Background: an optimization exercise with open tools, aiming at small area. Do not read the settings as production practice.
RTL that was checked went through simulation tests only; none was proved equivalent to the original.
Function not checked in run 1: the RTL went through the layout flow alone.
The flow treats the clock pin as an ideal source, which a real chip does not have.
No activity file was given, so power comes from the tool's default toggle rates.

==> design.v <==
module rtc_system
(
    input clk,
    input rst_n,
    input [3:0] key_in,
    output rtc_sclk,
    input rtc_sio_i,
    output rtc_sio_o,
    output rtc_sio_oe,
    output rtc_rst,
    output [7:0] smg_data,
    output [5:0] scan_sig,
    output config_sig
);
    localparam [15:0] C_4999  = 16'hee16;
    localparam [15:0] C_49999 = 16'h42f2;
    reg [15:0] tc;
    wire tc_wrap = (tc == C_49999);
    always @(posedge clk or negedge rst_n)
        if (!rst_n)
            tc <= 16'd0;
        else if (tc_wrap)
            tc <= 16'd0;
        else
            tc <= {~tc[14:0], tc[15] ^ tc[12]};
    reg isEn;
    always @(posedge clk or negedge rst_n)
        if (!rst_n)
            isEn <= 1'b0;
        else if (tc == C_4999)
            isEn <= 1'b1;
    localparam [19:0] K_END = 20'h0ebd4;    
    localparam [19:0] KP = 20'haaaaa;       
    reg [3:0] kf1, kf2;
    always @(posedge clk) begin
        kf1 <= key_in;
        kf2 <= kf1;
    end
    wire [3:0] key_out;
    genvar g;
    generate
        for (g = 0; g < 4; g = g + 1) begin : key
            wire h2l = isEn & ~kf1[g] & kf2[g];
            wire l2h = isEn & kf1[g] & ~kf2[g];
            reg [1:0] ks;
            reg [19:0] kt;
            wire done = (kt == (K_END ^ KP));
            always @(posedge clk)
                if (ks[0])
                    kt <= {~kt[18:0], kt[19] ^ kt[16]};
                else
                    kt <= KP;
            always @(posedge clk or negedge rst_n)
                if (!rst_n)
                    ks <= 2'b00;
                else
                    case (ks)
                        2'b00: if (h2l) ks <= 2'b01; else if (l2h) ks <= 2'b11;
                        2'b01: if (done) ks <= 2'b10;
                        2'b10: ks <= 2'b00;
                        2'b11: if (done) ks <= 2'b00;
                    endcase
            assign key_out[g] = (ks == 2'b10);
        end
    endgenerate
    reg isConfig;
    always @(posedge clk or negedge rst_n)
        if (!rst_n)
            isConfig <= 1'b0;
        else if (key_out[3])
            isConfig <= ~isConfig;
    assign config_sig = isConfig;
    localparam [4:0] S_RH0 = 5'd0, S_RM0 = 5'd1, S_RS0 = 5'd2, S_WU0 = 5'd3,
                     S_WH  = 5'd4, S_WM  = 5'd5, S_WS  = 5'd6, S_WP  = 5'd7,
                     S_RH  = 5'd8, S_RM  = 5'd9, S_RS  = 5'd10, S_JDG = 5'd11,
                     S_WST = 5'd14, S_WU1 = 5'd15,
                     S_EDT = 5'd16, S_IN1 = 5'd17, S_IN2 = 5'd18, S_IN3 = 5'd19,
                     S_EDI = 5'd20, S_DEC = 5'd21, S_EDD = 5'd22;
    reg [4:0] i;
    reg [1:0] go;            
    reg [7:0] hour, minute, second;
    wire cmd_done;
    wire [7:0] sh_q;         
    wire cmd_state = ~i[4] & (i[3:0] != 4'd11) & (i[3:2] != 2'b11 | i[1]);
    wire is_rd = ~i[4] & ~i[2] & (i[1:0] != 2'd3);
    wire is_wr = cmd_state & ~is_rd;
    wire [7:0] comp = (go == 2'd0) ? 8'h23 : 8'h59;
    wire [7:0] fld = (go == 2'd0) ? hour : (go == 2'd1) ? minute : second;
    wire below = (fld < comp);
    wire pdec = (i == S_EDD);
    wire [3:0] flo = fld[3:0], fhi = fld[7:4];
    wire fcy = pdec ? (flo == 4'd0) : (flo >= 4'd9);
    wire [3:0] fx = fcy ? fhi : flo;
    wire [3:0] fy = pdec ? fx - 1'b1 : fx + 1'b1;
    wire [7:0] fnew = fcy ? {fy, pdec, 2'b00, pdec} : {fhi, fy};
    wire fkeep = pdec & (fld == 8'h00);
    wire in_edit = (i == S_EDT) | (i == S_EDI) | (i == S_EDD);
    wire rd_done = is_rd & cmd_done;
    wire set_f = rd_done | ((i == S_EDI | i == S_EDD) & isConfig & (key_out[2:0] == 3'b000) & ~fkeep);
    wire [1:0] f_sel = go;
    wire [7:0] f_val = rd_done ? sh_q : fnew;
    wire quirk = (i == S_IN1) & ~below;
    always @(posedge clk) begin
            if (quirk)
                hour <= fld;
            else if (set_f & (f_sel == 2'd0))
                hour <= f_val;
            if (set_f & (f_sel == 2'd1))
                minute <= f_val;
            if (set_f & (f_sel == 2'd2))
                second <= f_val;
    end
    wire hv = (i != S_RH0);
    wire mv = hv & (i != S_RM0);
    wire sv = mv & (i != S_RS0);
    always @(posedge clk or negedge rst_n)
        if (!rst_n)
            i <= S_RH0;
        else
            case (i)
                S_WP, S_RS: if (cmd_done) i <= S_JDG;
                S_JDG: i <= isConfig ? S_WU1 : S_RH;
                S_WU1: if (cmd_done) i <= S_WST;
                S_WST: if (cmd_done) i <= S_EDT;
                S_EDT, S_EDI, S_EDD:
                    if (!isConfig)
                        i <= S_WH;
                    else if (key_out[2])
                        i <= S_IN1;
                    else if (key_out[1])
                        i <= S_DEC;
                    else
                        i <= S_EDT;
                S_IN1: i <= below ? S_IN2 : S_EDT;
                S_IN2: i <= S_IN3;
                S_IN3: i <= S_EDI;
                S_DEC: i <= S_EDD;
                default: if (cmd_done) i <= i + 1'b1;
            endcase
    always @(posedge clk)
        if (!i[4])
            go <= (i == S_WST) ? 2'd0 : i[1:0];
        else if (in_edit && isConfig && key_out[2:0] == 3'b001)
            go <= (go == 2'd2) ? 2'd0 : go + 1'b1;
    wire [7:0] addr = {4'b1000, i[1] & i[0], ~(i[1] ^ i[0]), i[0], is_rd};
    wire wfld = (i == S_WH) | (i == S_WM) | (i == S_WS);
    wire [7:0] wdata = wfld ? {fld[7] & (i != S_WS), fld[6:0]} :
                              {(i == S_WP) | (i == S_WST), 7'd0};
    reg [4:0] cnt;
    wire c24 = (cnt == 5'd24);
    always @(posedge clk)
        if (c24 | ~fs)
            cnt <= 5'd0;
        else
            cnt <= cnt + 1'b1;
    localparam [1:0] P_A = 2'd0, P_D = 2'd1, P_R = 2'd2, P_X = 2'd3;
    localparam [3:0] X_S0 = 4'd0, X_S1 = 4'd1, X_GA = 4'd2, X_GD = 4'd3,
                     X_T = 4'd4, X_E1 = 4'd5, X_E2 = 4'd6, X_E3 = 4'd7,
                     X_ID = 4'd8, X_R0 = 4'd9, X_D1 = 4'd10, X_D2 = 4'd11;
    reg [1:0] ph;
    reg [3:0] hb;
    reg isOut, rSIO, sclk, ce;
    reg [7:0] sh;
    assign sh_q = sh;
    wire in_bits = (ph != P_X);
    wire last_hb = (hb == 4'd15);
    wire fs = in_bits | ~hb[3];      
    assign cmd_done = ~in_bits & (hb == X_D2);
    always @(posedge clk or negedge rst_n)
        if (!rst_n) begin
            ph <= P_X;
            hb <= X_ID;
            isOut <= 1'b1;
            rSIO <= 1'b0;
            sclk <= 1'b0;
            ce <= 1'b0;
        end
        else if (fs) begin
            if (in_bits) begin
                if (c24) begin
                    if (!last_hb)
                        hb <= hb + 1'b1;
                    else begin
                        ph <= P_X;
                        hb <= (ph == P_D) ? X_GD : (ph == P_R) ? X_E1 : is_wr ? X_GA : X_T;
                    end
                end
                else begin
                    sclk <= hb[0];
                    if (!hb[0] && ph != P_R)
                        rSIO <= sh[0];
                end
            end
            else
                case (hb[2:0])
                    X_S0[2:0], X_S1[2:0]: begin
                        ph <= hb[0] ? P_D : P_A;
                        hb <= 4'd0;
                        isOut <= 1'b1;
                        sclk <= 1'b0;
                        ce <= 1'b1;
                    end
                    X_GA[2:0]: hb <= X_S1;
                    X_GD[2:0]: hb <= X_E1;
                    X_T[2:0]: begin
                        ph <= P_R;
                        hb <= 4'd0;
                        isOut <= 1'b0;
                    end
                    X_E1[2:0]: begin
                        ce <= 1'b0;
                        hb <= X_E2;
                    end
                    X_E2[2:0]: hb <= X_E3;
                    default: hb <= X_D1;
                endcase
        end
        else
            case (hb[1:0])
                X_ID[1:0]: if (cmd_state) hb <= X_R0;
                X_R0[1:0]: hb <= X_S0;
                X_D1[1:0]: hb <= X_D2;
                default: hb <= X_ID;
            endcase
    always @(posedge clk)
        if (fs) begin
            if (in_bits) begin
                if (c24) begin
                    if (hb[0] && !(ph == P_R && last_hb))
                        sh <= {sh[7], sh[7:1]};
                end
                else if (!hb[0] && ph == P_R)
                    sh[7] <= rtc_sio_i;
            end
            else if (hb[2:0] == X_S0[2:0])
                sh <= addr;
            else if (hb[2:0] == X_S1[2:0])
                sh <= wdata;
        end
    assign rtc_sclk = sclk;
    assign rtc_rst = ce;
    assign rtc_sio_o = rSIO;
    assign rtc_sio_oe = isOut;
    reg [2:0] dg;            
    reg z;                   
    reg [3:0] nd;            
    reg [3:0] nd2;           
    wire [2:0] dg_n = !z ? dg : (dg == 3'd5) ? 3'd0 : dg + 1'b1;
    always @(posedge clk or negedge rst_n)
        if (!rst_n) begin
            dg <= 3'd7;
            z <= 1'b1;
            nd <= 4'd0;
        end
        else begin
            dg <= dg_n;
            z <= tc_wrap;
            if (!tc_wrap)
                case (dg_n)
                    3'd0: nd <= hv ? hour[7:4] : 4'd0;
                    3'd1: nd <= hv ? hour[3:0] : 4'd0;
                    3'd2: nd <= mv ? minute[7:4] : 4'd0;
                    3'd3: nd <= mv ? minute[3:0] : 4'd0;
                    3'd4: nd <= sv ? second[7:4] : 4'd0;
                    default: nd <= sv ? second[3:0] : 4'd0;
                endcase
        end
    always @(posedge clk)
        nd2 <= nd;
    wire first = (dg == 3'd7);
    reg [6:0] seg;
    always @(*)
        casez ({first, nd2})
            5'b1????: seg = 7'b111_1111;
            5'b0_0000: seg = 7'b100_0000;
            5'b0_0001: seg = 7'b111_1001;
            5'b0_0010: seg = 7'b010_0100;
            5'b0_0011: seg = 7'b011_0000;
            5'b0_0100: seg = 7'b001_1001;
            5'b0_0101: seg = 7'b001_0010;
            5'b0_0110: seg = 7'b000_0010;
            5'b0_0111: seg = 7'b111_1000;
            5'b0_1000: seg = 7'b000_0000;
            5'b0_1001: seg = 7'b001_0000;
            5'b0_1010: seg = 7'b000_1000;
            5'b0_1011: seg = 7'b000_0011;
            5'b0_1100: seg = 7'b100_0110;
            5'b0_1101: seg = 7'b010_0001;
            5'b0_1110: seg = 7'b000_0110;
            5'b0_1111: seg = 7'b000_1110;
            default: seg = 7'b111_1111;
        endcase
    assign smg_data = {1'b1, seg};
    assign scan_sig = {dg != 3'd0, dg != 3'd1, dg != 3'd2, dg != 3'd3, dg != 3'd4, dg != 3'd5};
endmodule
==> flow/run.sh <==
#!/bin/bash
# Standard ORFS flow, except that synthesis maps the logic with an
# area-oriented ABC script (flow/abc_area.script, picked by ABC_AREA=1)
# without first extracting half/full adders, ports get the smallest buffer,
# and the clock tree is built from clkbuf_4 without dummy loads, then each
# clock buffer whose flip-flops would see a slow clock edge becomes a
# clkbuf_8 (flow/clkfix.tcl).
# Registers are mapped exactly as the standard synthesis maps them.
set -euo pipefail
W=$(pwd)

rm -rf "$W/scripts_area"
cp -r "$FLOW_HOME/scripts" "$W/scripts_area"
cp "$W/flow/abc_area.script" "$W/scripts_area/abc_area.script"

SCRIPTS_DIR="$W/scripts_area" ADDER_MAP_FILE= bash "$W/standard.sh" synth > "$W/synth.log" 2>&1

export BUFFER_PORTS_ARGS="-buffer_cell sky130_fd_sc_hd__buf_1"
export CTS_ARGS="-sink_clustering_enable -repair_clock_nets -dont_use_dummy_load -buf_list sky130_fd_sc_hd__clkbuf_4"
bash "$W/standard.sh" cts > "$W/cts.log" 2>&1

export RES_DIR="$W/orfs/results/$FLOW_PLATFORM/rtc_system/base"
export CLK_SLEW_LIMIT=0.100
openroad -no_init -exit "$W/flow/clkfix.tcl" > "$W/clkfix.log" 2>&1

bash "$W/standard.sh" > "$W/layout.log" 2>&1
==> flow/abc_area.script <==
strash
dch
map -a
mfs2
strash
dch
map -a
mfs2
strash
dch
map -a
mfs2
strash
dch
map -a
mfs2
strash
dch
map -a
mfs2
strash
dch
map -a
topo
stime -c
==> flow/clkfix.tcl <==
# After CTS (built from clkbuf_4): upsize each clock buffer whose flip-flop
# loads would see a slow clock edge to clkbuf_8, then legalize placement.
set res $::env(RES_DIR)
set plat $::env(FLOW_HOME)/platforms/$::env(FLOW_PLATFORM)
read_liberty $plat/lib/sky130_fd_sc_hd__tt_025C_1v80.lib
read_db $res/4_cts.odb
read_sdc $res/4_cts.sdc
source $plat/setRC.tcl
estimate_parasitics -placement

proc load_slew {inst} {
  set w 0
  foreach out [get_pins -of_objects $inst -filter "direction == output"] {
    foreach p [get_pins -of_objects [get_nets -of_objects $out] -filter "direction == input"] {
      set s [get_property $p slew_max]
      if {$s > $w} { set w $s }
    }
  }
  return $w
}

set n 0
foreach inst [get_cells -filter "ref_name == sky130_fd_sc_hd__clkbuf_4"] {
  set w [load_slew $inst]
  puts "clock buffer [get_full_name $inst]: load slew $w"
  if {$w > $::env(CLK_SLEW_LIMIT)} {
    replace_cell $inst sky130_fd_sc_hd__clkbuf_8
    incr n
  }
}
puts "upsized $n clock buffers"
estimate_parasitics -placement
set worst 0
foreach pin [get_pins -hierarchical */CLK] {
  set s [get_property $pin slew_max]
  if {$s > $worst} { set worst $s }
}
puts "worst flip-flop clock slew after: $worst"
detailed_placement
check_placement
write_db $res/4_cts.odb
==> standard.sh <==
#!/bin/bash
# synth_recipe.tcl (not shown) runs the flow's synth.tcl, then flattens the netlist and writes it again
# the make line also repeats each setting of config.mk as NAME=value (left out here)
make -C /OpenROAD-flow-scripts/flow DESIGN_CONFIG=/design/flow/config.mk WORK_HOME=/design/flow/orfs CLKGATE_MAP_FILE= SYNTH_SCRIPT=/design/flow/synth_recipe.tcl "${@:-finish}"
==> config.mk <==
export PLATFORM = sky130hd
export DESIGN_NAME = rtc_system
export DESIGN_NICKNAME = rtc_system
export VERILOG_FILES = /design/flow/design.v
export SDC_FILE = /design/flow/constraint.sdc
export NUM_CORES = 4
export LEC_CHECK = 0
export ABC_AREA = 1
export CAP_MARGIN = 20
export CORE_MARGIN = 2
export CORE_UTILIZATION = 65
export CTS_BUF_LIST = sky130_fd_sc_hd__clkbuf_8
export CTS_CLUSTER_DIAMETER = 200
export CTS_CLUSTER_SIZE = 60
export SLEW_MARGIN = 20
==> constraint.sdc <==
create_clock -name core_clock -period 20.0 [get_ports {clk}]
set_input_delay 4.0000 -clock core_clock [delete_from_list [all_inputs] [get_ports {clk}]]
set_output_delay 4.0000 -clock core_clock [all_outputs]
set_load 0.01 [all_outputs]
==> results.tsv, run 1 <==
metric	value	unit
outcome	complete, no violations	
antenna violations before repair	0	
Peak VDD IR	0.00006012	V
relative slew slack	48.23	%
RePlAce Congestion	0.9866	
ys flop type	dfxtp_1	
vias in the first global route	5246	
final worst path period need	6646	ps
Power Density	71.52	nW/um^2
Worst setup EP type	primary output	
WL/cell	14.77	um
I/O Pins	26	
Clk Latency, worst-skew pair	430	ps
actual slew at the worst max-slew pin	773.7	ps
DRT antenna net count	0	
final hold violation count	0	
R2R Path End	hour[2]	
CTS Hold Bufs	0	
Netlist Area Pre-Place	7101	um^2
Antenna diodes	0	
Reg2Reg Setup Slack	15480	ps
DR iter-0 viols	634	
Async S/R FF share, synth	27.22	%
crit path DAT	2650	ps
hold path startpoint	kf1[1]	
P_leak	0.002785	uW
R2R cell count	15	
# setup viols final	0	
Slew Limit Fails	0	
Total GRT Usage	26.69	%
post-cts sizing count	0	
site row count	38	
layout cells sized above 1	3.878	%
startpoint types	register	
Root Driver	clkbuf_4	
critical path required time	16000	ps
most common cell after layout, fill and taps aside	nor2_1	
Starting Density	66.08	%
via count	5741	
Max-Cap Viols	0	
Total Routed Length	14.64	mm
Die Area	11780	um^2
hold path endpoint	kf2[1]	
Die Span Y	108.5	um
synthesis-to-layout area growth	6.749	%
Hold Path Class	reg -> reg	
count of cell types in the netlist	33	
Post-synth EDFFs	34	
htree depth	4	
setup_tns	0	ps
WHS Path Cells	0	
I/O Buffers	24	
Max Freq	0.1505	GHz
Max FO, Critical Path	6	
clk slew on worst S/H paths	80	ps
largest net degree at the start of global routing	50	
crit path kind	reg -> out	
FF-to-FF Start	go[1]	
placed wire-length estimate	11.00	mm
DIE WIDTH	108.5	um
clock skew	29.18	ps
fill cell count	860	
Seq/Total Area, Yosys	59.14	%
Mapped Nets	816	
Util after Layout	70.54	%
# DRC	0	
CTS tree	built	
clock net sink count	180	
gr ovfl total	0	
Mapped Cells	809	
global-route wire length before repair	24.43	mm
mean post-synth cell area	8.777	um^2
post-route clock period utilization	33.23	%
register bit total from synthesis	180	
post-layout net count	860	
CTS Buf Count	17	
RSZ-0062 raised after global routing	no	
Initial DRT Pass Iterations	7	
setup bufs post-CTS	0	
commonest cells after routing, fill and taps aside	156 x nor2_1, 132 x nand2_1, 107 x clkinv_1	
Syn. warnings	1	
via/cell ratio	5.793	
worst-case clock buffer depth	2	
core area	10750	um^2
-- cell usage after synthesis (4+ instances only) --
library cell  count  area share [%]
nor2_1          156             8.2
nand2_1         132             7.0
clkinv_1        107             5.7
dfxtp_1          97              27
a21oi_1          43             3.0
dfrtp_1          41              14
o21ai_0          39             2.7
edfxtp_1         34              14
nor3_1           25             1.8
nand3_1          20             1.4
nand4_1          14             1.2
o22ai_1          13             1.1
xor2_1           10             1.2
a22oi_1           9            0.95
a31oi_1           9            0.79
dfstp_2           8             3.0
o31ai_1           7            0.74
nor4_1            6            0.53
a221oi_1          5            0.62
a32o_1            4            0.56
o211ai_1          4            0.42
o21a_1            4            0.42
or2_2             4            0.35
-- cell type report --
type | count | area (um^2) | share of cell area [%]
sequential | 180 | 4199 | 55.40
multi-input combinational | 521 | 2497 | 32.95
inverter | 107 | 401.6 | 5.299
clock buffer | 17 | 202.7 | 2.674
tap | 140 | 175.2 | 2.311
timing repair buffer | 26 | 103.9 | 1.370
-- sequential cells by signal, indices dropped and copies added (netlist names) --
signal	flops
sh	8
hb	4
kf1	4
second	8
rSIO	1
isConfig	1
go	2
hour	8
ce	1
z	1
nd2	4
i	5
minute	8
dg	3
key.kt	80
kf2	4
isOut	1
nd	4
cnt	5
tc	16
ph	2
sclk	1
key.ks	8
isEn	1
-- where the power goes --
| group | internal, uW | switching, uW | total, uW |
|---|---|---|---|
| clock network | 65.0 | 104 | 169 |
| registers | 370 | 0.568 | 371 |
| logic | 0.472 | 2.15 | 2.62 |
| total | 436 | 107 | 542 |
-- kinds of logic after synthesis --
group,Yosys count,synth area share [%]
AO/OA/AOI/OAI,148,12.72
XOR/XNOR,13,1.604
other,1,0.05281
flip-flops,180,59.14
AND/OR/NAND/NOR,359,20.72
buffers and inverters,108,5.762
-- per-layer routing --
layer | GRT usage (%) | wire (um)
met5 | 0 | 0
met4 | 9.982 | 306
met3 | 5.304 | 870
met2 | 40.85 | 6713
met1 | 37.96 | 6746
-- critical path, stage by stage (launching register included) --
cell,delay (ps)
dfstp_2,580
clkinv_1,130
nor3_1,580
clkinv_1,180
nand2_1,160
clkinv_1,90
nand2_1,70
a21oi_1,70
nor2_1,130
o211ai_1,100
buf_1,140
-- stage by stage --
step | cell area [um^2] | total power (uW) | instances | hold slack (ps) | setup slack (ps)
floorplan | 7101 | 378.8 | 809 | 346.4 | 14250
global placement | 7367 | 381.3 | 973 | 355.6 | 14030
detailed placement | 7367 | 381.4 | 973 | 357.3 | 13840
CTS | 7495 | 516.2 | 990 | 358.2 | 13250
global route | 7580 | 559.9 | 991 | 387.3 | 13170
finish | 7580 | 542.1 | 991 | 364.4 | 13350
-- worst max path at each step --
stage,to,startpoint,depth (start not counted)
CTS,smg_data[4],dg[0],10
detailed placement,smg_data[4],dg[0],10
global route,smg_data[4],dg[0],10
global placement,smg_data[4],dg[0],8
floorplan,smg_data[4],dg[0],7
finish,smg_data[4],dg[0],10
==> run 2, diff against run 1 <==
--- a/design.v
+++ b/design.v
@@ -88,5 +88,5 @@
     wire [7:0] fld = (go == 2'd0) ? hour : (go == 2'd1) ? minute : second;
     wire below = (fld < comp);
-    wire pdec = (i == S_EDD);
+    wire pdec = (i == S_DEC);
     wire [3:0] flo = fld[3:0], fhi = fld[7:4];
     wire fcy = pdec ? (flo == 4'd0) : (flo >= 4'd9);
@@ -94,10 +94,10 @@
     wire [3:0] fy = pdec ? fx - 1'b1 : fx + 1'b1;
     wire [7:0] fnew = fcy ? {fy, pdec, 2'b00, pdec} : {fhi, fy};
-    wire fkeep = pdec & (fld == 8'h00);
+    wire fkeep = (i == S_EDD) & (fld == 8'h00);
     wire in_edit = (i == S_EDT) | (i == S_EDI) | (i == S_EDD);
     wire rd_done = is_rd & cmd_done;
     wire set_f = rd_done | ((i == S_EDI | i == S_EDD) & isConfig & (key_out[2:0] == 3'b000) & ~fkeep);
     wire [1:0] f_sel = go;
-    wire [7:0] f_val = rd_done ? sh_q : fnew;
+    wire [7:0] f_val = sh_q;      
     wire quirk = (i == S_IN1) & ~below;
     always @(posedge clk) begin
@@ -238,4 +238,6 @@
                 sh <= wdata;
         end
+        else if (i == S_IN3 || i == S_DEC)
+            sh <= fnew;              
     assign rtc_sclk = sclk;
     assign rtc_rst = ce;
--- a/flow/run.sh
+++ b/flow/run.sh
@@ -21,5 +21,5 @@
 
 export RES_DIR="$W/orfs/results/$FLOW_PLATFORM/rtc_system/base"
-export CLK_SLEW_LIMIT=0.100
+export CLK_SLEW_LIMIT=0.115
 openroad -no_init -exit "$W/flow/clkfix.tcl" > "$W/clkfix.log" 2>&1
 
--- a/config.mk
+++ b/config.mk
@@ -10,6 +10,3 @@
 export CORE_MARGIN = 2
 export CORE_UTILIZATION = 65
-export CTS_BUF_LIST = sky130_fd_sc_hd__clkbuf_8
-export CTS_CLUSTER_DIAMETER = 200
-export CTS_CLUSTER_SIZE = 60
 export SLEW_MARGIN = 20
==> run 2 against run 1 <==
  * Still clean on timing, DRC and antenna
  * Register-to-register slack improved by 170 ps
  * Synthesized cell count fell by 2.6%
  * Clock power fell by 8%
  * Sequential share of layout area rose by 0.50 points
  * Setup slack improved by 330 ps
  * Critical endpoint is now smg_data[1]
  * Largest cell class unchanged
  * Largest power group unchanged
==> results.tsv, run 2 <==
metric	value	unit	change
Netlist Area Pre-Place	7062	um^2	-0.55%
actual slew at the worst max-slew pin	1059	ps	+285.3 ps
number of flip-flops in the largest register	80		unchanged
RSZ-0062 raised after global routing	no		
Crit-path slowest cell	dfstp_2		
Die Span Y	108.2	um	-0.26%
Mapped Cells	788		-2.6%
grt met2 use	43.31	%	+2.5 points
M3 GR Usage	7.957	%	+2.7 points
clock skew	30.32	ps	+1.147 ps
P_leak	0.002791	uW	+0.24%
via/cell ratio	5.767		-0.45%
leading area contributor after synthesis	dfxtp_1		
Root Driver	clkbuf_4		
gr busiest metal	met2		
WHS Path Cells	0		unchanged
Max Freq	0.1584	GHz	+5.3%
synthesis-to-layout area growth	6.378	%	
post-route cell area	7512	um^2	-0.89%
Async S/R FF share, synth	27.22	%	unchanged
Post-Layout Cell Count	970		-2.1%
Total GRT Usage	27.12	%	+0.43 points
global-route wire length before repair	24.70	mm	+1.1%
ys flop type	dfxtp_1		
R2R Path End	sh[7]		
clk slew on worst S/H paths	100	ps	+20 ps
mean post-synth cell area	8.962	um^2	+2.1%
Starting Density	66.01	%	-0.069 points
DIE WIDTH	108.2	um	-0.26%
DRT antenna net count	0		unchanged
# setup viols final	0		unchanged
post-cts sizing count	0		unchanged
met1 usage	35.00	%	-3.0 points
Die Area	11710	um^2	-0.52%
Max-Cap Viols	0		unchanged
FF-to-FF Start	go[1]		
gr ovfl total	0		unchanged
Max FO, Critical Path	5		-1
CTS Hold Bufs	0		unchanged
crit-path cells	clkinv_1 > nor3_1 > a21oi_1 > o31a_2 > o311ai_0 > nor2_1 > o21ai_0 > nand2_1 > buf_1		
crit path kind	reg -> out		
pre-CTS setup slack	14170	ps	+330.3 ps
CTS tree	built		
WL/cell	15.11	um	+2.3%
setup bufs post-CTS	0		unchanged
DR iter-0 viols	451		-29%
Power Density	70.38	nW/um^2	-1.6%
layout cells sized above 1	5.060	%	+1.2 points
startpoint types	register		
Syn. warnings	1		unchanged
Initial DRT Pass Iterations	5		-2
final hold violation count	0		unchanged
post-route clock period utilization	31.57	%	-1.7 points
setup_tns	0	ps	unchanged
R2R cell count	19		+4
Regs by FF count	key.kt: 80 flops, tc: 16 flops		
placed inst area	7336	um^2	-0.42%
post-layout net count	839		-2.4%
Antenna diodes	0		unchanged
antenna violations before repair	0		unchanged
count of cell types in the netlist	35		+6.1%
commonest cells after routing, fill and taps aside	129 x nor2_1, 120 x nand2_1, 105 x clkinv_1		
largest net degree at the start of global routing	50		unchanged
RePlAce Congestion	0.9155		-7.2%
# DRC	0		unchanged
Seq/Total Area, Yosys	59.46	%	+0.32 points
crit path DAT	2310	ps	-340 ps
Slew Limit Fails	0		unchanged
I/O Buffers	24		unchanged
CP top delay family	compound AO/OA/AOI/OAI gates		
WP buf/inv	2		-2
clock net sink count	180		unchanged
critical path required time	16000	ps	about the same
dpl cells	953		-2.1%
vias in the first global route	5448		+3.9%
critical path depth	9		-1
Post-synth EDFFs	34		unchanged
max incr delay on CP	570	ps	about the same
Clk Latency, worst-skew pair	440	ps	about the same
Synth top cells by count	129 x nor2_1, 120 x nand2_1, 105 x clkinv_1		
hold path endpoint	kf2[1]		
most common cell after layout, fill and taps aside	nor2_1		
Worst setup EP type	primary output		
Largest Register	key.kt		
register bit total from synthesis	180		unchanged
core area	10700	um^2	-0.44%
post-synth top area share	27.50	%	+0.15 points
site row count	38		unchanged
placed wire-length estimate	10.75	mm	-2.2%
I/O Pins	26		unchanged
Reg2Reg Setup Slack	15650	ps	+170 ps
hold path startpoint	kf1[1]		
Peak VDD IR	0.00006258	V	+4.1%
Total Routed Length	14.66	mm	+0.15%
outcome	complete, no violations		
relative slew slack	28.65	%	-20 points
final worst path period need	6314	ps	-331.9 ps
via count	5594		-2.6%
CTS Buf Count	17		unchanged
Mapped Nets	795		-2.6%
count leader, synth	nor2_1		
synth top area cells	dfxtp_1 27%, dfrtp_1 15%, edfxtp_1 14%		
htree depth	4		unchanged
worst-case clock buffer depth	2		unchanged
Hold Path Class	reg -> reg		
PnR worst setup slack	13690	ps	+331.9 ps
run 2: how the worst max path moves through the flow:
stage                     slack (ps)          end   from
after floorplan                14370  smg_data[1]  dg[0]
after global placement         14240  smg_data[1]  dg[0]
final                          13690  smg_data[1]  dg[0]
after detailed placement       14170  smg_data[1]  dg[0]
after CTS                      13580  smg_data[1]  dg[0]
after global routing           13490  smg_data[1]  dg[0]
run 2: through the flow:
stage	util, %	power [uW]	hold WS [ps]
floorplan	-	379.2	338.0
global placement	68.57	381.8	350.1
detailed placement	68.57	381.9	353.2
CTS	69.77	515.0	355.5
global route	70.22	545.3	381.9
finish	70.22	528.7	364.5
run 2: area by class of cell:
type / count / area (um^2)
Clock buffer: 17 / 171.4
Sequential cell: 180 / 4199
Inverter: 105 / 394.1
Multi-Input combinational cell: 502 / 2466
Fill cell: 851 / 3186
Tap cell: 140 / 175.2
Timing Repair Buffer: 26 / 106.4
run 2: logic make-up after synthesis:
kind of cell / after synthesis / synth area share, %
AO/OA/AOI/OAI: 152 / 13.13
XOR/XNOR: 10 / 1.240
buffers and inverters: 106 / 5.688
flip-flops: 180 / 59.46
multiplexers: 2 / 0.3189
other: 1 / 0.05310
AND/OR/NAND/NOR: 337 / 20.11
run 2: report_power, final:
group	leakage [uW]	internal, uW	total [uW]	switching, uW
logic	0.000991	0.716	3.13	2.42
registers	0.00170	370	371	0.591
clock network	0.0000963	54.4	155	101
run 2: routing by layer:
metal | routed length (um) | part of all wire (%)
met5 | 0 | 0
met4 | 289 | 2.0
met3 | 849 | 5.8
met2 | 6937 | 47
met1 | 6582 | 45
==> run 3, diff against run 2 <==
--- a/design.v
+++ b/design.v
@@ -147,4 +147,5 @@
     wire [7:0] wdata = wfld ? {fld[7] & (i != S_WS), fld[6:0]} :
                               {(i == S_WP) | (i == S_WST), 7'd0};
+    wire fs;                 
     reg [4:0] cnt;
     wire c24 = (cnt == 5'd24);
@@ -165,5 +166,5 @@
     wire in_bits = (ph != P_X);
     wire last_hb = (hb == 4'd15);
-    wire fs = in_bits | ~hb[3];      
+    assign fs = in_bits | ~hb[3];
     assign cmd_done = ~in_bits & (hb == X_D2);
     always @(posedge clk or negedge rst_n)
==> run 3 against run 2 <==
  * Largest cell class unchanged
  * Clock-buffer cell count is the same
  * Clock power grew 3%
  * Cell count grew 0.10%
==> results.tsv, run 3 <==
metric	value	unit	change
layout cells sized above 1	4.671	%	-0.39 points
global-route wire length before repair	24.58	mm	-0.48%
crit path DAT	2220	ps	-90 ps
Max FO, Critical Path	6		+1
antenna violations before repair	0		unchanged
clk slew on worst S/H paths	110	ps	about the same
mean post-synth cell area	8.878	um^2	-0.93%
Post-Layout Cell Count	971		+0.10%
vias in the first global route	5469		+0.39%
CTS tree	built		
post-route clock period utilization	31.09	%	-0.48 points
RePlAce Congestion	0.9400		+2.7%
core area	10420	um^2	-2.6%
# DRC	0		unchanged
Initial DRT Pass Iterations	5		unchanged
count of cell types in the netlist	35		unchanged
final worst path period need	6219	ps	-95.30 ps
Switch Pwr	105.2	uW	+1.5%
Netlist Area Pre-Place	7041	um^2	-0.30%
ys flop type	dfxtp_1		
Total GRT Usage	27.08	%	-0.044 points
Syn. warnings	1		unchanged
P_leak	0.002744	uW	-1.7%
pre-CTS setup slack	14280	ps	+101.8 ps
share of total power in the clock network	29.9	%	+0.6 points
outcome	complete, no violations		
Util after Layout	71.93	%	+1.7 points
leading area contributor after synthesis	dfxtp_1		
Post-synth EDFFs	34		unchanged
post-cts sizing count	0		unchanged
post-synth top area share	27.58	%	+0.083 points
DR iter-0 viols	459		+1.8%
P_int	427.0	uW	+0.45%
worst-case clock buffer depth	2		unchanged
WL/cell	15.02	um	-0.58%
Max-Cap Viols	0		unchanged
Mapped Nets	800		+0.63%
most common cell after layout, fill and taps aside	nor2_1		
setup bufs post-CTS	0		unchanged
post-layout net count	844		+0.60%
Hold Path Class	reg -> reg		
Synth top cells by count	142 x nor2_1, 135 x nand2_1, 97 x dfxtp_1		
Starting Density	67.59	%	+1.6 points
Async S/R FF share, synth	27.22	%	unchanged
clock skew	31.81	ps	+1.484 ps
I/O Pins	26		unchanged
commonest cells after routing, fill and taps aside	142 x nor2_1, 135 x nand2_1, 97 x dfxtp_1		
Root Driver	clkbuf_4		
via count	5591		-0.054%
Regs by FF count	key.kt: 80 flops, tc: 16 flops		
combinational power share	0.5	%	about the same
Seq/Total Area, Yosys	59.64	%	+0.18 points
Mapped Cells	793		+0.63%
clock net sink count	180		unchanged
PnR worst setup slack	13780	ps	+95.30 ps
flip-flop and latch area	4199	um^2	unchanged
site row count	37		-2.6%
DRT antenna net count	0		unchanged
CTS Hold Bufs	0		unchanged
critical path required time	16000	ps	about the same
Power Density	71.03	nW/um^2	+0.93%
I/O Buffers	24		unchanged
RSZ-0062 raised after global routing	no		
number of flip-flops in the largest register	80		unchanged
Largest Register	key.kt		
final hold violation count	0		unchanged
gr ovfl total	0		unchanged
Die Area	11680	um^2	-0.29%
Peak VDD IR	0.00006649	V	+6.2%
Seq pwr share	69.6	%	-0.5 points
dpl cells	954		+0.10%
Clk Latency, worst-skew pair	450	ps	about the same
Antenna diodes	0		unchanged
register bit total from synthesis	180		unchanged
setup_tns	0	ps	unchanged
largest net degree at the start of global routing	50		unchanged
area occupied by multi-input gates	2509	um^2	+1.7%
Max Freq	0.1608	GHz	+1.5%
relative slew slack	48.02	%	+19 points
overall power consumption	532.2	uW	+0.67%
htree depth	4		unchanged
placed wire-length estimate	10.72	mm	-0.28%
startpoint types	register		
fill cell count	828		-2.7%
via/cell ratio	5.758		-0.16%
synthesis-to-layout area growth	6.416	%	about the same
Slew Limit Fails	0		unchanged
DIE WIDTH	108.1	um	-0.14%
Die Span Y	108.1	um	-0.14%
crit path kind	reg -> out		
synth top area cells	dfxtp_1 28%, dfrtp_1 15%, edfxtp_1 15%		
# setup viols final	0		unchanged
count leader, synth	nor2_1		
Total Routed Length	14.59	mm	-0.48%
Worst setup EP type	primary output		
CTS Buf Count	17		unchanged
Sw Share	19.76	%	+0.17 points
actual slew at the worst max-slew pin	779.7	ps	-279.3 ps
run 3: kinds of logic (layout without fill, tap and decap cells):
logic type | count (synthesis) | in the layout | synth area share, %
buffers and inverters | 89 | 131 | 4.798
AO/OA/AOI/OAI | 147 | 147 | 12.62
other | 1 | 1 | 0.05326
XOR/XNOR | 10 | 10 | 1.244
flip-flops | 180 | 180 | 59.64
AND/OR/NAND/NOR | 366 | 366 | 21.65
run 3: area by class of cell:
type / count / area share (%)
tap: 136 / 2.271
sequential: 180 / 56.05
clock buffer: 17 / 2.371
timing repair buffer: 26 / 1.420
multi-input combinational: 524 / 33.48
inverter: 88 / 4.409
run 3: worst max-delay path, cell delays in order, from the launching register on:
cell      delay (ps)
dfstp_2          590
clkinv_1         120
nor3_1           450
a31oi_1          150
a21oi_1          210
o211ai_1         110
buf_1            140
run 3: power groups by stage:
stage          Combinational, uW  Sequential [uW]  Clock, uW
2_1_floorplan              0.441              378          0
3_3_place_gp                2.83              379          0
3_5_place_dp                2.89              379          0
4_1_cts                     2.88              371        142
5_1_grt                     3.30              371        176
6_report                    2.71              371        159
run 3: final timing paths:
| check | slack [ps] | cells after the start | endpoint | startpoint |
|---|---|---|---|---|
| setup reg to reg | 15680 | 22 | sh[3] | go[1] |
| max in group asynchronous | 15920 | 2 | hb[1] | rst_n |
| hold / removal | 340 | 0 | kf2[3] | kf1[3] |
| setup / recovery | 13780 | 6 | smg_data[1] | dg[0] |
| min in group asynchronous | 3650 | 2 | tc[11] | rst_n |
| hold reg to reg | 340 | 0 | kf2[3] | kf1[3] |
run 3: metrics by stage:
| stage | hold WS (ps) | cell area [um^2] |
|---|---|---|
| floorplan | 346.4 | 7041 |
| global placement | 355.3 | 7310 |
| detailed placement | 358.2 | 7310 |
| CTS | 379.2 | 7437 |
| global route | 358.0 | 7492 |
| finish | 343.0 | 7492 |
run 3: per-layer routing:
metal / GRT usage, % / up-vias / part of all wire [%]
met3: 7.474 / 34 / 6.0
met1: 34.60 / 2621 / 45
met4: 10.35 / 0 / 2.1
met5: 0 / - / 0
met2: 44.25 / 177 / 47
li1: - / 2759 / -
==> run 4, diff against run 3 <==
--- a/design.v
+++ b/design.v
@@ -76,5 +76,6 @@
                      S_WST = 5'd14, S_WU1 = 5'd15,
                      S_EDT = 5'd16, S_IN1 = 5'd17, S_IN2 = 5'd18, S_IN3 = 5'd19,
-                     S_EDI = 5'd20, S_DEC = 5'd21, S_EDD = 5'd22;
+                     S_EDI = 5'd20, S_DEC = 5'd21, S_EDD = 5'd22,
+                     S_EDA = 5'd23, S_EDQ = 5'd24;
     reg [4:0] i;
     reg [1:0] go;            
@@ -95,23 +96,23 @@
     wire [7:0] fnew = fcy ? {fy, pdec, 2'b00, pdec} : {fhi, fy};
     wire fkeep = (i == S_EDD) & (fld == 8'h00);
-    wire in_edit = (i == S_EDT) | (i == S_EDI) | (i == S_EDD);
-    wire rd_done = is_rd & cmd_done;
-    wire set_f = rd_done | ((i == S_EDI | i == S_EDD) & isConfig & (key_out[2:0] == 3'b000) & ~fkeep);
-    wire [1:0] f_sel = go;
+    wire in_edit = (i == S_EDT) | (i == S_EDI) | (i == S_EDD) | (i == S_EDA) | (i == S_EDQ);
+    wire eng_idle;           
+    wire rd_wr = eng_idle & ((i == S_RM0) | (i == S_RS0) | (i == S_WU0) |
+                             (i == S_RM) | (i == S_RS) | (i == S_JDG & go == 2'd2));
+    wire set_f = rd_wr | (i == S_EDA);
     wire [7:0] f_val = sh_q;      
-    wire quirk = (i == S_IN1) & ~below;
     always @(posedge clk) begin
-            if (quirk)
+            if (i == S_EDQ)
                 hour <= fld;
-            else if (set_f & (f_sel == 2'd0))
+            else if (set_f & (go == 2'd0))
                 hour <= f_val;
-            if (set_f & (f_sel == 2'd1))
+            if (set_f & (go == 2'd1))
                 minute <= f_val;
-            if (set_f & (f_sel == 2'd2))
+            if (set_f & (go == 2'd2))
                 second <= f_val;
     end
-    wire hv = (i != S_RH0);
-    wire mv = hv & (i != S_RM0);
-    wire sv = mv & (i != S_RS0);
+    wire hv = ~(i == S_RH0) & ~(i == S_RM0 & eng_idle);
+    wire mv = hv & (i != S_RM0) & ~(i == S_RS0 & eng_idle);
+    wire sv = mv & (i != S_RS0) & ~(i == S_WU0 & eng_idle);
     always @(posedge clk or negedge rst_n)
         if (!rst_n)
@@ -123,5 +124,5 @@
                 S_WU1: if (cmd_done) i <= S_WST;
                 S_WST: if (cmd_done) i <= S_EDT;
-                S_EDT, S_EDI, S_EDD:
+                S_EDT, S_EDI, S_EDD, S_EDA, S_EDQ:
                     if (!isConfig)
                         i <= S_WH;
@@ -130,7 +131,9 @@
                     else if (key_out[1])
                         i <= S_DEC;
+                    else if ((i == S_EDI | i == S_EDD) & ~key_out[0] & ~fkeep)
+                        i <= S_EDA;
                     else
                         i <= S_EDT;
-                S_IN1: i <= below ? S_IN2 : S_EDT;
+                S_IN1: i <= below ? S_IN2 : S_EDQ;
                 S_IN2: i <= S_IN3;
                 S_IN3: i <= S_EDI;
@@ -167,4 +170,5 @@
     wire last_hb = (hb == 4'd15);
     assign fs = in_bits | ~hb[3];
+    assign eng_idle = ~in_bits & (hb == X_ID);
     assign cmd_done = ~in_bits & (hb == X_D2);
     always @(posedge clk or negedge rst_n)
@@ -248,31 +252,29 @@
     reg z;                   
     reg [3:0] nd;            
-    reg [3:0] nd2;           
     wire [2:0] dg_n = !z ? dg : (dg == 3'd5) ? 3'd0 : dg + 1'b1;
+    wire first = (dg == 3'd7);   
     always @(posedge clk or negedge rst_n)
         if (!rst_n) begin
             dg <= 3'd7;
             z <= 1'b1;
-            nd <= 4'd0;
         end
         else begin
             dg <= dg_n;
             z <= tc_wrap;
-            if (!tc_wrap)
-                case (dg_n)
-                    3'd0: nd <= hv ? hour[7:4] : 4'd0;
-                    3'd1: nd <= hv ? hour[3:0] : 4'd0;
-                    3'd2: nd <= mv ? minute[7:4] : 4'd0;
-                    3'd3: nd <= mv ? minute[3:0] : 4'd0;
-                    3'd4: nd <= sv ? second[7:4] : 4'd0;
-                    default: nd <= sv ? second[3:0] : 4'd0;
-                endcase
         end
     always @(posedge clk)
-        nd2 <= nd;
-    wire first = (dg == 3'd7);
+        if (!z | first)
+            case (dg)
+                3'd0: nd <= hv ? hour[7:4] : 4'd0;
+                3'd1: nd <= hv ? hour[3:0] : 4'd0;
+                3'd2: nd <= mv ? minute[7:4] : 4'd0;
+                3'd3: nd <= mv ? minute[3:0] : 4'd0;
+                3'd4: nd <= sv ? second[7:4] : 4'd0;
+                3'd5: nd <= sv ? second[3:0] : 4'd0;
+                default: nd <= 4'd0;
+            endcase
     reg [6:0] seg;
     always @(*)
-        casez ({first, nd2})
+        casez ({first, nd})
             5'b1????: seg = 7'b111_1111;
             5'b0_0000: seg = 7'b100_0000;
==> flow/abc_area.script (replaced) <==
strash
dch
map -a
mfs2 -W 6 -M 5000
strash
dch
map -a
mfs2 -W 6 -M 5000
strash
dch
map -a
mfs2 -W 6 -M 5000
strash
dch
map -a
mfs2 -W 6 -M 5000
strash
dch
map -a
mfs2 -W 6 -M 5000
strash
dch
map -a
mfs2 -W 6 -M 5000
strash
dch
map -a
topo
stime -c
==> run 4 against run 3 <==
  * Cell count is 0.41% lower
  * Sequential cell count is 4 lower
  * Still clean
  * Final area is 0.77% lower
  * Critical endpoint is now smg_data[4]
  * Sequential share of layout area is 0.37 points lower
  * Clock power is 5% lower
  * Worst hold slack better by 8.8 ps
  * Highest routed layer unchanged
==> results.tsv, run 4 <==
metric	value	unit	change
outcome	complete, no violations		
count of cell types in the netlist	34		-2.9%
combinational power share	0.6	%	about the same
post-layout net count	840		-0.47%
I/O Buffers	24		unchanged
Hold Path Class	reg -> reg		
hold path endpoint	key[0].kt[15]		
leading area contributor after synthesis	dfxtp_1		
layout cells sized above 1	4.212	%	-0.46 points
Initial DRT Pass Iterations	6		+1
CTS Buf Count	17		unchanged
Reg2Reg Setup Slack	16040	ps	+360 ps
actual slew at the worst max-slew pin	955.9	ps	+176.2 ps
# setup viols final	0		unchanged
P_leak	0.002654	uW	-3.3%
crit path DAT	2520	ps	+300 ps
Mapped Cells	790		-0.38%
RSZ-0062 raised after global routing	no		
Netlist Area Pre-Place	7003	um^2	-0.53%
Peak VDD IR	0.00006059	V	-8.9%
Seq pwr share	70.2	%	+0.6 points
via/cell ratio	5.816		+1.0%
DIE WIDTH	107.8	um	-0.26%
clock skew	39.22	ps	+7.413 ps
crit path kind	reg -> out		
# DRC	0		unchanged
Max FO, Critical Path	7		+1
Antenna diodes	0		unchanged
Power Density	69.67	nW/um^2	-1.9%
worst-case clock buffer depth	2		unchanged
global-route wire length before repair	24.49	mm	-0.39%
Sw Share	19.69	%	-0.069 points
clk slew on worst S/H paths	110	ps	about the same
most common cell after layout, fill and taps aside	nor2_1		
Util after Layout	71.69	%	-0.23 points
core area	10370	um^2	-0.44%
RePlAce Congestion	0.9804		+4.3%
startpoint types	register		
flip-flop and latch area	4139	um^2	-1.4%
WL/cell	15.22	um	+1.3%
Max Freq	0.1534	GHz	-4.6%
FF-to-FF Start	go[1]		
Syn. warnings	1		unchanged
post-route clock period utilization	32.59	%	+1.5 points
Root Driver	clkbuf_4		
largest net degree at the start of global routing	46		-8.0%
relative slew slack	36.04	%	-12 points
commonest cells after routing, fill and taps aside	140 x nor2_1, 116 x clkinv_1, 116 x nand2_1		
final hold violation count	0		unchanged
setup_tns	0	ps	unchanged
setup bufs post-CTS	0		unchanged
final worst path period need	6518	ps	+299.0 ps
number of flip-flops in the largest register	80		unchanged
Switch Pwr	102.0	uW	-3.0%
mean post-synth cell area	8.865	um^2	-0.16%
Slew Limit Fails	0		unchanged
post-cts sizing count	0		unchanged
Die Span Y	107.8	um	-0.26%
vias in the first global route	5349		-2.2%
Synth top cells by count	140 x nor2_1, 116 x clkinv_1, 116 x nand2_1		
gr ovfl total	0		unchanged
fill cell count	793		-4.2%
P_int	416.0	uW	-2.6%
antenna violations before repair	0		unchanged
Post-synth EDFFs	38		+12%
ys flop type	dfxtp_1		
Mapped Nets	797		-0.38%
R2R Path End	sh[2]		
synth top area cells	dfxtp_1 27%, edfxtp_1 16%, dfrtp_1 13%		
R2R cell count	16		-27%
CTS tree	built		
placed wire-length estimate	10.99	mm	+2.5%
via count	5624		+0.59%
Largest Register	key.kt		
area occupied by multi-input gates	2426	um^2	-3.3%
overall power consumption	518.0	uW	-2.7%
Seq/Total Area, Yosys	59.10	%	-0.54 points
site row count	37		unchanged
I/O Pins	26		unchanged
Total Routed Length	14.71	mm	+0.85%
Starting Density	67.53	%	about the same
register bit total from synthesis	176		-2.2%
DR iter-0 viols	486		+5.9%
clock net sink count	176		-2.2%
Max-Cap Viols	0		unchanged
Async S/R FF share, synth	25.57	%	-1.7 points
synthesis-to-layout area growth	6.164	%	
htree depth	4		unchanged
hold path startpoint	key[0].kt[14]		
Die Area	11620	um^2	-0.52%
critical path required time	16000	ps	about the same
count leader, synth	nor2_1		
post-synth top area share	26.59	%	-1.0 points
WHS Path Cells	1		+1
share of total power in the clock network	29.2	%	-0.7 points
Total GRT Usage	27.15	%	+0.073 points
Clk Latency, worst-skew pair	450	ps	about the same
DRT antenna net count	0		unchanged
CTS Hold Bufs	0		unchanged
Worst setup EP type	primary output		
Regs by FF count	key.kt: 80 flops, tc: 16 flops		
-- run 4: cell count changes after synthesis, moves of 5 or more --
cell,change
nand3_1,-19
a31oi_1,+5
o22ai_1,+13
clkinv_1,+28
o21ai_0,-5
nand4_1,+5
nand2_1,-19
-- run 4: stage by stage --
step,instances,hold slack [ps],setup WS [ps],cell area [um^2]
2_1_floorplan,790,346.4,14330,7003
3_3_place_gp,950,355.7,14150,7264
3_5_place_dp,950,363.5,14000,7264
4_1_cts,967,375.7,13400,7392
5_1_grt,967,359.1,13330,7435
6_report,967,351.8,13480,7435
-- run 4: cell type report --
type,instances,area share [%]
Tap cell,136,2.289
Timing Repair Buffer,25,1.330
Multi-Input combinational cell,497,32.63
Sequential cell,176,55.67
Inverter,116,5.857
Clock buffer,17,2.221
-- run 4: cells by family (layout without fill, tap and decap cells) --
logic type	count (synthesis)	after routing	synth area share (%)
simple gates	331	331	19.76
flops	176	176	59.10
xor+xnor	10	10	1.251
other cells	1	1	0.05355
compound gates	155	155	13.51
buf+inv	117	158	6.325
-- run 4: critical path, stage by stage (launching register included) --
cell and delay, ps:
dfstp_2 600, clkinv_1 110, nor3_1 590, nor2_1 140
nand2_1 150, nand2_1 80, nor2_1 160, o211ai_1 110
buf_1 140
-- run 4: worst max-delay path by stage --
stage	startpoint	to	slack, ps
floorplan	dg[0]	smg_data[1]	14330
global placement	dg[0]	smg_data[4]	14150
detailed placement	dg[0]	smg_data[4]	14000
CTS	dg[0]	smg_data[4]	13400
global route	dg[0]	smg_data[4]	13330
finish	dg[0]	smg_data[4]	13480
-- run 4: layer usage --
layer | track usage, % | vias up | wire length (um)
met3 | 6.356 | 40 | 941
met2 | 44.03 | 228 | 6997
met4 | 10.62 | 0 | 324
met1 | 35.50 | 2609 | 6450
li1 | - | 2747 | -
met5 | 0 | - | 0
-- run 4: power by group through the flow --
stage | Clock [uW] | Sequential, uW | Combinational [uW]
6_report | 151 | 364 | 3.14
5_1_grt | 165 | 364 | 3.82
4_1_cts | 140 | 364 | 3.31
3_5_place_dp | 0 | 371 | 3.30
3_3_place_gp | 0 | 371 | 3.17
2_1_floorplan | 0 | 371 | 0.880
==> run 5, diff against run 4 <==
==> flow/abc_area.script (replaced) <==
strash
dch -f
map -a
mfs2 -W 6 -M 5000
strash
dch -f
map -a
mfs2 -W 6 -M 5000
strash
dch -f
map -a
mfs2 -W 6 -M 5000
strash
dch -f
map -a
mfs2 -W 6 -M 5000
strash
dch -f
map -a
mfs2 -W 6 -M 5000
strash
dch -f
map -a
mfs2 -W 6 -M 5000
strash
dch -f
map -a
mfs2 -W 6 -M 5000
strash
dch -f
map -a
mfs2 -W 6 -M 5000
strash
dch -f
map -a
mfs2 -W 6 -M 5000
strash
dch -f
map -a
mfs2 -W 6 -M 5000
strash
dch -f
map -a
topo
stime -c
==> run 5 against run 4 <==
  * Clock power is essentially flat
  * Area after synthesis shrank 0.43%
  * Register-to-register slack lost 80 ps
  * Highest routed layer unchanged
  * Still clean on timing, DRC and antenna
  * Largest cell class unchanged
  * Power shrank 0.45%
==> results.tsv, run 5 <==
metric	value	unit	change
post-synth top area share	26.70	%	+0.11 points
overall power consumption	515.7	uW	-0.45%
P_leak	0.002673	uW	+0.70%
Initial DRT Pass Iterations	7		+1
leading area contributor after synthesis	dfxtp_1		
htree depth	4		unchanged
critical path required time	16000	ps	about the same
Synth top cells by count	134 x nor2_1, 130 x nand2_1, 104 x clkinv_1		
DRT antenna net count	0		unchanged
fill cell count	821		+3.5%
crit path kind	reg -> out		
antenna violations before repair	0		unchanged
met3 WL	932	um	-0.96%
site row count	37		unchanged
CTS Hold Bufs	0		unchanged
count of cell types in the netlist	37		+8.8%
DIE WIDTH	107.6	um	-0.20%
metal1 wirelength	6.583	mm	+2.1%
Slew Limit Fails	0		unchanged
crit path DAT	2220	ps	-300 ps
Max-Cap Viols	0		unchanged
Clk Latency, worst-skew pair	450	ps	about the same
Max FO, Critical Path	6		-1
mean post-synth cell area	8.905	um^2	+0.46%
Util after Layout	71.49	%	-0.21 points
clk slew on worst S/H paths	110	ps	about the same
layout cells sized above 1	4.479	%	+0.27 points
Seq/Total Area, Yosys	59.36	%	+0.25 points
top sig layer	met4		
Antenna diodes	0		unchanged
RePlAce Congestion	0.9923		+1.2%
I/O Buffers	24		unchanged
clock skew	38.55	ps	-0.6765 ps
gr ovfl total	0		unchanged
setup_tns	0	ps	unchanged
DR iter-0 viols	557		+15%
Starting Density	67.24	%	-0.29 points
Largest Register	key.kt		
synthesis-to-layout area growth	6.316	%	
vias in the first global route	5341		-0.15%
most common cell after layout, fill and taps aside	nor2_1		
WL/cell	15.57	um	+2.3%
final worst path period need	6223	ps	-295.3 ps
Worst setup EP type	primary output		
Max Freq	0.1607	GHz	+4.7%
I/O Pins	26		unchanged
actual slew at the worst max-slew pin	937.7	ps	-18.15 ps
placed wire-length estimate	11.01	mm	+0.14%
startpoint types	register		
Met2 Wirelength	7.087	mm	+1.3%
largest net degree at the start of global routing	46		unchanged
CTS Buf Count	17		unchanged
RSZ-0062 raised after global routing	no		
outcome	complete, no violations		
Hold Path Class	reg -> reg		
count leader, synth	nor2_1		
relative slew slack	36.60	%	+0.56 points
via/cell ratio	5.887		+1.2%
clock net sink count	176		unchanged
via count	5663		+0.69%
Regs by FF count	key.kt: 80 flops, tc: 16 flops		
final hold violation count	0		unchanged
synth top area cells	dfxtp_1 27%, edfxtp_1 16%, dfrtp_1 13%		
post-cts sizing count	0		unchanged
Root Driver	clkbuf_4		
register bit total from synthesis	176		unchanged
# setup viols final	0		unchanged
setup bufs post-CTS	0		unchanged
Netlist Area Pre-Place	6973	um^2	-0.43%
post-layout net count	835		-0.60%
CTS tree	built		
Die Area	11570	um^2	-0.41%
Total GRT Usage	27.90	%	+0.75 points
Peak VDD IR	0.00008083	V	+33%
# DRC	0		unchanged
worst-case clock buffer depth	2		unchanged
Die Span Y	107.6	um	-0.20%
number of flip-flops in the largest register	80		unchanged
Total Routed Length	14.97	mm	+1.8%
Async S/R FF share, synth	25.57	%	unchanged
Syn. warnings	1		unchanged
Post-synth EDFFs	38		unchanged
Mapped Cells	783		-0.89%
commonest cells after routing, fill and taps aside	134 x nor2_1, 130 x nand2_1, 104 x clkinv_1		
Power Density	69.56	nW/um^2	-0.16%
ys flop type	dfxtp_1		
global-route wire length before repair	25.02	mm	+2.2%
core area	10370	um^2	unchanged
Mapped Nets	790		-0.88%
post-route clock period utilization	31.11	%	-1.5 points
==> run 5: worst max-delay path: stages, from the launching register on <==
cell and delay, ps:
dfstp_2 570, clkinv_1 160, nor3_1 500, a21oi_1 150
nand2_1 110, a21oi_1 60, nand3_1 80, buf_1 150
==> run 5: layer usage <==
layer | up-vias | track usage (%)
met5 | - | 0
li1 | 2750 | -
met1 | 2671 | 36.92
met2 | 210 | 44.79
met4 | 0 | 10.26
met3 | 32 | 6.961
==> run 5: through the flow <==
step / instances / hold WS [ps] / cell area, um^2 / setup slack (ps)
after global routing: 962 / 367.1 / 7413 / 13740
after floorplan: 783 / 351.4 / 6973 / 14730
after detailed placement: 945 / 362.2 / 7249 / 14350
after global placement: 945 / 357.6 / 7249 / 14520
after CTS: 962 / 370.3 / 7377 / 13730
final: 962 / 360.2 / 7413 / 13780
==> run 5: power by group <==
part / switching [uW] / internal [uW]
logic: 2.05 / 0.459
clock network: 99.5 / 50.1
registers: 0.471 / 363
total: 102 / 414
==> run 5: area by class of cell <==
| cell class | instances | area (um^2) | share of cell area (%) |
|---|---|---|---|
| flip-flops and latches | 176 | 4139 | 55.83 |
| multi-input cells | 502 | 2441 | 32.93 |
| inverters | 104 | 390.4 | 5.266 |
| clock buffers | 17 | 158.9 | 2.143 |
| repair buffers | 27 | 113.9 | 1.536 |
| well taps | 136 | 170.2 | 2.295 |
==> run 5: final timing paths <==
kind | start | end | slack, ps | cells past startpoint
hold / removal | key[2].kt[8] | key[2].kt[9] | 360 | 1
setup / recovery | dg[2] | smg_data[3] | 13780 | 7
min in group asynchronous | rst_n | key[1].ks[1] | 3630 | 2
max in group asynchronous | rst_n | i[1] | 15920 | 2
setup reg to reg | ph[1] | minute[0] | 15960 | 8
hold reg to reg | key[2].kt[8] | key[2].kt[9] | 360 | 1
==> run 5: logic make-up (layout without fill, tap and decap cells) <==
| group | after synthesis | after routing | synth area share (%) |
|---|---|---|---|
| AO/OA/AOI/OAI | 151 | 151 | 13.17 |
| XOR/XNOR | 10 | 10 | 1.256 |
| buffers and inverters | 105 | 148 | 5.706 |
| flip-flops | 176 | 176 | 59.36 |
| multiplexers | 1 | 1 | 0.1436 |
| other | 1 | 1 | 0.05378 |
| AND/OR/NAND/NOR | 339 | 339 | 20.31 |
==> run 6, diff against run 5 <==
--- a/design.v
+++ b/design.v
@@ -75,7 +75,7 @@
                      S_RH  = 5'd8, S_RM  = 5'd9, S_RS  = 5'd10, S_JDG = 5'd11,
                      S_WST = 5'd14, S_WU1 = 5'd15,
-                     S_EDT = 5'd16, S_IN1 = 5'd17, S_IN2 = 5'd18, S_IN3 = 5'd19,
-                     S_EDI = 5'd20, S_DEC = 5'd21, S_EDD = 5'd22,
-                     S_EDA = 5'd23, S_EDQ = 5'd24;
+                     S_IN1 = 5'd16, S_IN2 = 5'd17, S_IN3 = 5'd18, S_DEC = 5'd19,
+                     S_EDT = 5'd24, S_EDA = 5'd25, S_EDI = 5'd26, S_EDD = 5'd27,
+                     S_EDQ = 5'd28;
     reg [4:0] i;
     reg [1:0] go;            
==> run 6 against run 5 <==
  * Clock power barely moved
  * Sequential power barely moved
  * Critical path depth did not move
  * Area after synthesis fell by 0.86%
  * Setup slack improved by 120 ps
  * Sequential cell count did not move
  * Still clean on timing, DRC and antenna
  * Final area fell by 0.54%
==> results.tsv, run 6 <==
metric	value	unit	change
# setup viols final	0		unchanged
area occupied by multi-input gates	2376	um^2	-2.7%
core area	10320	um^2	-0.45%
largest net degree at the start of global routing	46		unchanged
Peak VDD IR	0.00006691	V	-17%
DIE WIDTH	107.1	um	-0.42%
CTS Buf Count	17		unchanged
largest family of logic cells by synthesized area	simple AND/OR/NAND/NOR gates		
Antenna diodes	0		unchanged
end of the critical path	smg_data[3]		
site row count	37		unchanged
Crit-path slowest cell	dfstp_2		
count of cell types in the netlist	35		-5.4%
Max-Cap Viols	0		unchanged
Total Routed Length	14.47	mm	-3.4%
FF-to-FF Start	ph[1]		
WHS Path Cells	0		-1
R2R cell count	11		+3
Post-synth EDFFs	38		unchanged
placed wire-length estimate	10.65	mm	-3.3%
final worst path period need	6100	ps	-122.2 ps
Total GRT Usage	27.02	%	-0.88 points
clk slew on worst S/H paths	110	ps	about the same
Worst setup EP type	primary output		
Max FO, Critical Path	6		unchanged
critical path required time	16000	ps	about the same
Simple-Gate Fraction of Synth Area	19.86	%	-0.46 points
DRT antenna net count	0		unchanged
htree depth	4		unchanged
RePlAce Congestion	1.024		+3.2%
max incr delay on CP	590	ps	+20 ps
mean post-synth cell area	8.989	um^2	+0.94%
Hold Path Class	reg -> reg		
crit-path cells	clkinv_1 > nor3_1 > a21oi_1 > nand2_1 > a21oi_1 > o211ai_1 > buf_1		
post-route clock period utilization	30.50	%	-0.61 points
R2R Path End	second[0]		
Mapped Nets	776		-1.8%
Reg2Reg Setup Slack	15310	ps	-650 ps
Max Freq	0.1639	GHz	+2.0%
clock skew	40.16	ps	+1.611 ps
Netlist Area Pre-Place	6913	um^2	-0.86%
synth top area cells	dfxtp_1 27%, edfxtp_1 17%, dfrtp_1 13%		
Synth top cells by count	128 x nor2_1, 123 x nand2_1, 104 x clkinv_1		
most common cell after layout, fill and taps aside	nor2_1		
Clk Latency, worst-skew pair	450	ps	about the same
post-synth top area share	26.93	%	+0.23 points
ys flop type	dfxtp_1		
relative slew slack	27.56	%	-9.0 points
global-route wire length before repair	24.03	mm	-4.0%
leading area contributor after synthesis	dfxtp_1		
commonest cells after routing, fill and taps aside	128 x nor2_1, 123 x nand2_1, 104 x clkinv_1		
register bit total from synthesis	176		unchanged
crit path DAT	2100	ps	-120 ps
Root Driver	clkbuf_4		
via count	5527		-2.4%
most used cell, CP	a21oi_1		
Slew Limit Fails	0		unchanged
Post-Layout Cell Count	950		-1.2%
DR iter-0 viols	584		+4.8%
fill cell count	785		-4.4%
flip-flop and latch area	4139	um^2	unchanged
post-synthesis compound-gate area fraction	13.05	%	-0.12 points
worst-case clock buffer depth	2		unchanged
setup_tns	0	ps	unchanged
crit path kind	reg -> out		
RSZ-0062 raised after global routing	no		
outcome	complete, no violations		
post-layout net count	823		-1.4%
CTS Hold Bufs	0		unchanged
xor/xnor share of the synthesized area	1.267	%	+0.011 points
post-synthesis mux area share	0.1448	%	+0.0012 points
number of flip-flops in the largest register	80		unchanged
via/cell ratio	5.818		-1.2%
Power Density	70.43	nW/um^2	+1.2%
Initial DRT Pass Iterations	5		-2
clock net sink count	176		unchanged
gr ovfl total	0		unchanged
Regs by FF count	key.kt: 80 flops, tc: 16 flops		
I/O Pins	26		unchanged
Seq/Total Area, Yosys	59.87	%	+0.52 points
setup bufs post-CTS	0		unchanged
I/O Buffers	24		unchanged
post-cts sizing count	0		unchanged
Async S/R FF share, synth	25.57	%	unchanged
WL/cell	15.23	um	-2.2%
final hold violation count	0		unchanged
count leader, synth	nor2_1		
Largest Register	key.kt		
Die Area	11480	um^2	-0.83%
Mapped Cells	769		-1.8%
vias in the first global route	5078		-4.9%
CTS tree	built		
antenna violations before repair	0		unchanged
actual slew at the worst max-slew pin	1080	ps	+142.4 ps
startpoint types	register		
Syn. warnings	1		unchanged
Die Span Y	107.1	um	-0.42%
Starting Density	66.96	%	-0.28 points
dpl cells	932		-1.4%
synthesis-to-layout area growth	6.661	%	
adder-cell share of the synthesized area	0	%	unchanged
P_leak	0.002697	uW	+0.90%
layout cells sized above 1	4.914	%	+0.43 points
# DRC	0		unchanged
Worst setup startpoint	dg[0]		
==> run 6: cell count changes after synthesis, sizes merged, moves of 3 or more <==
cell,delta
nand3,+6
nor2,-6
nor3,-5
o211ai,+4
nand2,-7
a22oi,-5
nand3b,+4
o221ai,+3
nand4,-3
==> run 6: power breakdown <==
group / total, uW / switching [uW] / leakage, uW / internal (uW)
logic: 2.61 / 2.01 / 0.000929 / 0.599
registers: 363 / 0.452 / 0.00167 / 363
clock network: 153 / 98.9 / 0.0000963 / 54.3
total: 519 / 101 / 0.00270 / 418
==> run 6: final cells by class <==
class | instances | share of cell area [%]
inverter | 104 | 5.294
clock buffer | 17 | 2.325
multi-input combinational | 488 | 32.22
sequential | 176 | 56.13
timing repair buffer | 29 | 1.714
tap | 136 | 2.308
==> run 6: how the worst min path moves through the flow <==
| stage | from | endpoint | slack [ps] |
|---|---|---|---|
| 4_1_cts | key[2].kt[14] | key[2].kt[15] | 380 |
| 6_report | kf1[2] | kf2[2] | 340 |
| 3_3_place_gp | kf1[2] | kf2[2] | 350 |
| 5_1_grt | kf1[2] | kf2[2] | 360 |
| 2_1_floorplan | kf1[0] | kf2[0] | 340 |
| 3_5_place_dp | kf1[0] | kf2[0] | 360 |
==> run 6: stage by stage <==
step	total power [uW]	util [%]	setup slack [ps]	hold WS (ps)	instance area, um^2
finish	519.3	71.42	13900	341.4	7373
global route	536.9	71.42	13740	355.5	7373
CTS	506.0	70.95	13810	376.4	7325
detailed placement	374.1	69.71	14420	355.9	7197
global placement	374.0	69.71	14520	350.0	7197
floorplan	371.7	-	14720	342.7	6913
==> run 6: worst max-delay path: cells and delay by family, from the launching register on <==
kind,cells,cell delay [ps]
DFF,1,590
buffers and inverters,2,280
and+or+nand+nor,2,500
AOI/OAI and AO/OA,3,300
==> run 6: layer usage <==
layer / share of wire [%] / GRT usage (%) / vias to the layer above / routed length, um
li1: - / - / 2694 / -
met1: 45 / 37.63 / 2574 / 6505
met2: 46 / 41.23 / 226 / 6646
met3: 6.8 / 5.410 / 33 / 986
met4: 2.3 / 11.97 / 0 / 328
met5: 0 / 0 / - / 0
==> run 6: cells by family after synthesis <==
logic type,Yosys count
buffers and inverters,105
AO/OA/AOI/OAI,149
XOR/XNOR,10
other,1
AND/OR/NAND/NOR,327
multiplexers,1
flip-flops,176

[separate check: timing with driven ports]
Ports are ideal in the flow. The routed layouts listed here were re-timed in OpenROAD. Step 1 sets driving cells, clkbuf_16 on the clock port and buf_2 on the other inputs (assumed; they add their load-dependent delay and slew). Step 2 times the ports against the registers' clock, not the clock port: input delays grow and output delays shrink by t, the midpoint of the rising clock arrivals with the driver on. Slacks: ideal ports / drivers / drivers and shift; pairs: ideal ports / drivers.
run	t, ns	setup WS [ns]	worst hold slack (ns)
run 1	0.453	13.354 / 13.319 / 13.771	0.364 / 0.364 / 0.364
run 2	0.462	13.686 / 13.652 / 14.114	0.364 / 0.364 / 0.364
run 3	0.471	13.781 / 13.745 / 14.216	0.343 / 0.343 / 0.343
run 4	0.465	13.482 / 13.448 / 13.912	0.352 / 0.352 / 0.352
run 5	0.465	13.777 / 13.745 / 14.210	0.360 / 0.360 / 0.360
run 6	0.469	13.900 / 13.863 / 14.332	0.341 / 0.341 / 0.341
After both steps every run listed still meets setup and hold.
